Background: an optimization exercise with open tools, aiming at small area. Do not read the settings as production practice. Where RTL was checked, it was by simulation tests only, not by an equivalence proof against the original. No driver is modelled on the clock port, so clocking that relies on it looks cheaper here than on a real chip. Power figures rest on the tool's default switching activity, not on a simulated workload.

## the baseline
==> flow/design.v (excerpt) <==
module usb(
    input rst_n,
    input clk_48,
    input rx_j,
    input rx_se0,
    output tx_en,
    output tx_j,
    output tx_se0,
    input[6:0] usb_address,
    output usb_rst,
    output reg transaction_active,
    output reg[3:0] endpoint,
    output reg direction_in,
    output reg setup,
    input data_toggle,
    input[1:0] handshake,
    output reg[7:0] data_out,
    input[7:0] data_in,
    input data_in_valid,
    output reg data_strobe,
    output reg success
    );
Size: roughly 640 cells after synthesis, ~130 flip-flops, roughly 44 I/O pins, about 6200 µm² of cells after synthesis.
clock: 20.8 ns
lec_check: 0
cap_margin: 20
core_margin: 2
core_utilization: 40
place_density: 0.6
slew_margin: 20
standard.sh (not shown) runs the stock make flow with config.mk's settings and CLKGATE_MAP_FILE= SYNTH_SCRIPT=/design/flow/synth_recipe.tcl, a recipe that flattens the netlist after the stock synthesis.
==> flow/flow/run.sh <==
#!/bin/bash
set -euo pipefail
export BUFFER_PORTS_ARGS="-buffer_cell sky130_fd_sc_hd__buf_1"
export CTS_ARGS="-sink_clustering_enable -repair_clock_nets -dont_use_dummy_load -buf_list sky130_fd_sc_hd__clkbuf_8"
bash standard.sh > standard.log 2>&1
## Diff of input files: the candidate against the baseline
Settings: CTS_CLUSTER_DIAMETER: unset -> 100; CTS_BUF_LIST: unset -> sky130_fd_sc_hd__clkbuf_8; CTS_CLUSTER_SIZE: unset -> 30.
==> flow/run.sh (new file) <==
#!/bin/bash
# synth_recipe.tcl (not shown) runs the flow's synth.tcl, then flattens the netlist and writes it again
# the make line also repeats each setting of config.mk as NAME=value (left out here)
make -C /OpenROAD-flow-scripts/flow DESIGN_CONFIG=/design/flow/config.mk WORK_HOME=/design/flow/orfs CLKGATE_MAP_FILE= SYNTH_SCRIPT=/design/flow/synth_recipe.tcl finish
removed: flow/flow/run.sh
removed: flow/standard.sh
## What came out
- Of the candidate and the baseline, it is the candidate that has the higher detailed placement HPWL.
- Post-route minimum period was higher in the candidate than in the baseline.
- Summary: with the baseline as the reference, clock power in the candidate moved up by more than 10%.
- Across the baseline and the candidate, the outcome is the same: a clean finish for every run.
- Going from the baseline to the candidate, number of DRC violations after detailed-routing iteration 0 dropped about 23%, final worst-path setup slack decreased by 380 ps relative to the old numbers, via count has increased, sequential share of cell area shows a reduction of 2.4 points, final hold slack essentially unchanged.
No functional check of the RTL was part of any run of this note.

========
usb, a different RTL version from the one above (not shown whole).
For scale: roughly 600 cells after synthesis, ~130 flip-flops, about 44 I/O pins, ~6000 µm² of cells after synthesis.
==> flow/config.mk <==
export PLATFORM = sky130hd
export DESIGN_NAME = usb
export DESIGN_NICKNAME = usb
export VERILOG_FILES = /design/flow/design.v
export SDC_FILE = /design/flow/constraint.sdc
export NUM_CORES = 4
export LEC_CHECK = 0
export CAP_MARGIN = 20
export CORE_MARGIN = 2
export CORE_UTILIZATION = 40
export PLACE_DENSITY = 0.6
export SLEW_MARGIN = 20
==> flow/constraint.sdc <==
create_clock -name core_clock -period 20.8 [get_ports {clk_48}]
set_input_delay 4.1600 -clock core_clock [delete_from_list [all_inputs] [get_ports {clk_48}]]
set_output_delay 4.1600 -clock core_clock [all_outputs]
set_load 0.01 [all_outputs]
==> flow/flow/run.sh <==
#!/bin/bash
set -euo pipefail
export BUFFER_PORTS_ARGS="-buffer_cell sky130_fd_sc_hd__buf_1"
export CTS_ARGS="-sink_clustering_enable -repair_clock_nets -dont_use_dummy_load -buf_list sky130_fd_sc_hd__clkbuf_8 -sink_clustering_size 40 -sink_clustering_max_diameter 200"
bash standard.sh > standard.log 2>&1
The baseline went through all stages and came out clean.
==> next run, changes <==
==> flow/flow/run.sh (replaced) <==
#!/bin/bash
set -euo pipefail
export BUFFER_PORTS_ARGS="-buffer_cell sky130_fd_sc_hd__buf_1"
export CTS_ARGS="-sink_clustering_enable -repair_clock_nets -dont_use_dummy_load -buf_list sky130_fd_sc_hd__clkbuf_4 -sink_clustering_size 25 -sink_clustering_max_diameter 150"
bash standard.sh > standard.log 2>&1
Result: Combinational power is about the same. Wire length drops by 0.38%. Sequential cell count is unchanged. Die area stays the same. Core utilization came out lower by 0.73 points.
No functional check of the RTL was part of any run of this note.

========
Another version of the RTL of usb (not shown whole).
Size in the first run: roughly 500 cells after synthesis, about 110 flip-flops, roughly 44 I/O pins, roughly 0.0049 mm² of cells after synthesis.
Settings: LEC_CHECK=0, CAP_MARGIN=20, CORE_MARGIN=2, CORE_UTILIZATION=40, GPL_TIMING_DRIVEN=0, PLACE_DENSITY=0.6, SLEW_MARGIN=20; clock period 20.8 ns.
==> flow/flow/run.sh <==
#!/bin/bash
# The standard layout (standard.sh), with
#  - synthesis mapped by an area-oriented ABC script (flow/synth.tcl),
#  - one buf_1 per port instead of the default port buffer,
#  - a clock tree of clkbuf_8 without dummy loads, whose buffers are upsized
#    where the clock slew is high (flow/post_cts.tcl).
# Each tool's output goes to a log file in this folder.
set -euo pipefail
W=$(pwd)
export OWN_ABC_SCRIPT="$W/flow/abc_area.script"
export FLOW_SYNTH_TCL="$W/synth_recipe.tcl"
export BUFFER_PORTS_ARGS="-buffer_cell sky130_fd_sc_hd__buf_1"
export POST_CTS_TCL="$W/flow/post_cts.tcl"
export CTS_ARGS="-sink_clustering_enable -repair_clock_nets -dont_use_dummy_load -buf_list sky130_fd_sc_hd__clkbuf_8"
sed "s#SYNTH_SCRIPT=[^ ]*synth_recipe.tcl#SYNTH_SCRIPT=$W/flow/synth.tcl#" standard.sh > own_standard.sh
grep -q "SYNTH_SCRIPT=$W/flow/synth.tcl" own_standard.sh
bash own_standard.sh > standard.log 2>&1
Other scripts of this flow, unchanged in this note and not shown: flow/flow/abc_area.script, flow/flow/post_cts.tcl, flow/flow/synth.tcl
Change:
--- a/flow/config.mk
+++ b/flow/config.mk
@@ -8,6 +8,5 @@
 export CAP_MARGIN = 20
 export CORE_MARGIN = 2
-export CORE_UTILIZATION = 40
-export GPL_TIMING_DRIVEN = 0
-export PLACE_DENSITY = 0.6
+export CORE_UTILIZATION = 55
+export PLACE_DENSITY = 0.7
 export SLEW_MARGIN = 20
Wire length went down by a few percent.
Flip-flop and latch count does not change.
Final cell count shrinks by a few percent.
Fmax hardly moves.
Change:
--- a/flow/config.mk
+++ b/flow/config.mk
@@ -8,5 +8,5 @@
 export CAP_MARGIN = 20
 export CORE_MARGIN = 2
-export CORE_UTILIZATION = 55
-export PLACE_DENSITY = 0.7
+export CORE_UTILIZATION = 40
+export PLACE_DENSITY = 0.6
 export SLEW_MARGIN = 20
Hold slack got worse by 5.6 ps.
Core utilization goes down by 17 points.
Wire length increases by 8.2%.
Global-route usage shrinks by 4.8 points.
Worst setup slack stays flat.
First-iteration DRC count is higher by 27%.
Clock skew goes down by 4.8 ps.
Cell count climbs by 6.1%.
Maximum frequency is about the same.
Via count went up by 1.4%.
Final area rises by 1.1%.
Change:
--- a/flow/config.mk
+++ b/flow/config.mk
@@ -6,7 +6,7 @@
 export NUM_CORES = 4
 export LEC_CHECK = 0
-export CAP_MARGIN = 20
+export CAP_MARGIN = 5
 export CORE_MARGIN = 2
 export CORE_UTILIZATION = 40
 export PLACE_DENSITY = 0.6
-export SLEW_MARGIN = 20
+export SLEW_MARGIN = 5
Effect: Cell count barely changes; worst hold slack is about the same; worst setup slack hardly moves; maximum frequency barely changes; synthesized area is unchanged; utilization is about the same; wire length hardly moves; first-iteration DRC count went up by 6.9%; design area stays flat; sequential power barely changes; clock-buffer cell count is unchanged.

## static timing again, ports no longer ideal
No port has a modelled driver above. Below, the same layouts with a new extraction and two added sets of constraints.
Step 1: set_driving_cell puts a clkbuf_16 on clk_48 and a buf_2 on each other input, an assumption about the parent block.
Step 2 times the ports against the registers' clock, not the clock port: input delays grow and output delays shrink by t, the midpoint of the rising clock arrivals with the driver on.
Three values: ideal ports, drivers, drivers and shift; two values: the first two.
run | t, ns | slack for setup (ns) | slew at the worst register clock pin (ns) | worst data-port slew with drivers (ns) | cell pins on the clock port's net
the baseline | 0.470 | 14.594 / 14.558 / 14.514 | 0.07 / 0.07 | 0.07 | 1
the candidate | 0.470 | 14.216 / 14.179 / 14.185 | 0.08 / 0.08 | 0.04 | 1
the first run of note 2 | 0.466 | 11.542 / 11.520 / 11.520 | 0.08 / 0.08 | 0.05 | 1
the second run of note 2 | 0.541 | 11.540 / 11.518 / 11.518 | 0.12 / 0.12 | 0.05 | 1
the first run of note 3 | 0.403 | 11.547 / 11.523 / 11.523 | 0.09 / 0.09 | 0.04 | 1
the second run of note 3 | 0.398 | 11.559 / 11.537 / 11.537 | 0.09 / 0.09 | 0.03 | 1
the third run of note 3 | 0.424 | 11.560 / 11.534 / 11.534 | 0.09 / 0.09 | 0.04 | 1
the fourth run of note 3 | 0.423 | 11.560 / 11.534 / 11.534 | 0.09 / 0.09 | 0.04 | 1
After both steps every run listed still meets setup and hold. The setup slack of the baseline, which loses most, moves by -0.036 ns with the drivers and by -0.080 ns with both steps.
